This design comes from an exercise in tuning for small area and a short achievable clock period on the open sky130 flow, not from production work. The RTL was checked by simulation tests, not by an equivalence proof against the original design.

==> inputs of run R <==
// part2
module part2 (
    clear,
    clock,
    digit,
    digit_valid,
    end_of_line,
    total,
    line_result
);
    input clear;
    input clock;
    input [3:0] digit;
    input digit_valid;
    input end_of_line;
    output [63:0] total;
    output [47:0] line_result;
    reg [47:4] z;        
    reg [3:0] x0;        
    reg [39:0] ls;       
    reg [4:0] lg;        
    reg [5:1] lp;        
    reg [63:0] tot;
    integer k;
    reg  [11:1] shr;     
    wire        sh0 = shr[1] | (x0 < digit);    
    wire [3:0]  y0 = sh0 ? digit : x0;
    wire [47:0] y = {z, y0};
    reg  [11:1] ysh;
    always @(*) begin
        ysh[11] = y[47:44] < y[43:40];
        for (k = 10; k >= 1; k = k - 1)
            ysh[k] = ysh[k + 1] | (y[4 * k +: 4] < y[4 * k - 4 +: 4]);
    end
    reg  [47:4] zn;
    always @(*)
        for (k = 1; k < 12; k = k + 1)
            zn[4 * k +: 4] = ysh[k] ? y[4 * k - 4 +: 4] : y[4 * k +: 4];
    wire [3:0] r0;    
    assign r0[0] = (y[0]);
  ...
==> flow/config.mk <==
export PLATFORM = sky130hd
export DESIGN_NAME = part2
export DESIGN_NICKNAME = part2
export VERILOG_FILES = /design/flow/design.v
export SDC_FILE = /design/flow/constraint.sdc
export NUM_CORES = 4
export LEC_CHECK = 0
export ABC_AREA = 1
export CAP_MARGIN = 20
export CORE_MARGIN = 2
export CORE_UTILIZATION = 40
export CTS_BUF_LIST = sky130_fd_sc_hd__clkbuf_8
export SETUP_SLACK_MARGIN = 2.75
export SLEW_MARGIN = 20
export TNS_END_PERCENT = 20
==> flow/constraint.sdc <==
create_clock -name core_clock -period 6.5 [get_ports {clock}]
set_input_delay 1.3000 -clock core_clock [delete_from_list [all_inputs] [get_ports {clock}]]
set_output_delay 1.3000 -clock core_clock [all_outputs]
set_load 0.01 [all_outputs]
standard.sh (not shown) runs the stock make flow with config.mk's settings and CLKGATE_MAP_FILE= SYNTH_SCRIPT=/design/flow/synth_recipe.tcl, a recipe that flattens the netlist after the stock synthesis.
==> flow/flow/run.sh <==
#!/bin/bash
# The standard layout (standard.sh), with these changes:
#  - synthesis leaves adders to ABC as plain gates (ADDER_MAP_FILE empty: no
#    full or half adder cells), so ABC can restructure the arithmetic;
#  - ABC's area script maps for a delay target (flow/abc_area.script) instead
#    of the unreachable default, so it can recover area off the critical paths;
set -euo pipefail
here=$(pwd)
rm -rf "$here/synth_scripts"
cp -r "$FLOW_HOME/scripts" "$here/synth_scripts"
cp "$here/flow/abc_area.script" "$here/synth_scripts/abc_area.script"
bash standard.sh ADDER_MAP_FILE= SCRIPTS_DIR="$here/synth_scripts" synth > synth.log 2>&1
export BUFFER_PORTS_ARGS="-buffer_cell sky130_fd_sc_hd__buf_2"
bash standard.sh ADDER_MAP_FILE= "BUFFER_PORTS_ARGS=$BUFFER_PORTS_ARGS" finish > layout.log 2>&1
==> flow/flow/abc_area.script <==
strash
dch -f
map -D 2500 -A 0.9
topo
stime -c
buffer -c
upsize -c -D 2500
dnsize -c -D 2500
==> inputs of run F, as changes to run R <==
--- a/flow/config.mk
+++ b/flow/config.mk
@@ -9,7 +9,5 @@
 export CAP_MARGIN = 20
 export CORE_MARGIN = 2
 export CORE_UTILIZATION = 40
-export CTS_BUF_LIST = sky130_fd_sc_hd__clkbuf_8
-export SETUP_SLACK_MARGIN = 2.75
+export SETUP_SLACK_MARGIN = 3.05
 export SLEW_MARGIN = 20
-export TNS_END_PERCENT = 20
==> inputs of run G, as changes to run R <==
==> flow/flow/abc_area.script (replaced) <==
strash
dch -f
map -D 2300 -A 0.9
topo
stime -c
buffer -c
upsize -c -D 2300
dnsize -c -D 2300
--- a/flow/config.mk
+++ b/flow/config.mk
@@ -12,4 +12,3 @@
 export CTS_BUF_LIST = sky130_fd_sc_hd__clkbuf_8
 export SETUP_SLACK_MARGIN = 2.75
 export SLEW_MARGIN = 20
-export TNS_END_PERCENT = 20
==> out/results.tsv <==
stage	metric	value	unit
status	status	complete, no violations	
placed_design	dp_hpwl	35.5	mm
critical_path	path_max_fanout	4	
synthesis	syn_area	0.0157	sq mm
final_layout	nFillCells	4242	
critical_path	path_depth	14	
synthesis	yosysTopAreaCellShare	20.5	%
placed_design	dp_slack	2.51	ns
synthesis	syn_inst	2790	
synthesis	synth_area_per_cell	5.64	sq um
placed_design	dp_cells	3353	
sta	skew	0.0132	ns
sta	period_needed	3.70	ns
critical_path	cp_common_cell	nand2_2	
global_routing	first_global_vias	14700	
critical_path	r2r_slack	3.02	ns
drt	via_count	16300	
the above is filed under run R

==> out/results.tsv <==
stage	metric	value	unit
drt	via_count	17100	
global_routing	first_global_vias	15600	
placed_design	dp_hpwl	37.5	mm
sta	period_needed	3.65	ns
placed_design	dp_slack	2.41	ns
status	status	complete, no violations	
sta	relSlewSlack	29.4	%
critical_path	path_max_fanout	4	
placed_design	dp_cells	3449	
sta	skew	0.0223	ns
critical_path	r2r_slack	3.02	ns
synthesis	yosysTopAreaCellShare	20.0	%
the above is filed under run G

==> out/results.tsv <==
stage	metric	value	unit
synthesis	yosysTopAreaCellShare	20.5	%
critical_path	path_depth	14	
critical_path	path_max_fanout	3	
final_layout	nNetsFinal	2940	
floorplanning	n_tap_cell	518	
final_layout	nFillCells	3976	
synthesis	syn_inst	2790	
drt	via_count	16700	
status	status	complete, no violations	
sta	fin_crit_sh	54.9	%
synthesis	syn_area	0.0157	sq mm
synthesis	synthArstFlopShare	0	%
global_routing	first_global_vias	14800	
synthesis	synth_area_per_cell	5.64	sq um
sta	skew	0.0110	ns
placed_design	dp_cells	3353	
drt	drtIter0Drc	1007	
critical_path	r2r_slack	3.07	ns
synthesis	synth_commonest_cells	nand2_1, nor2_1, inv_1	
drt	ant_nets	0	
the above is filed under run F

## static timing again, ports no longer ideal
How much do the figures lean on ideal ports? The routed layouts below were timed once more, with nothing changed but the port constraints. Step 1, drivers: a clkbuf_16 drives clock and a buf_2 each remaining input, both assumed. Step 2, shift: input delay + t, output delay - t, t = (earliest + latest rising clock arrival at the registers) / 2. This alone moves slack from input paths to output paths. a / b / c = no drivers / after step 1 / after step 2; a / b = the first two.
run	shift t [ns]	slack for setup (ns)	worst register clock-pin slew, ns
run R	0.565	2.801 / 2.749 / 2.484	0.10 / 0.10
run F	0.520	2.929 / 2.872 / 2.751	0.07 / 0.07
run G	0.566	2.852 / 2.801 / 2.522	0.11 / 0.11
After both steps every run listed still meets setup and hold. For run G, which loses most, drivers alone change the setup slack by -0.051 ns; drivers and shift together by -0.330 ns.
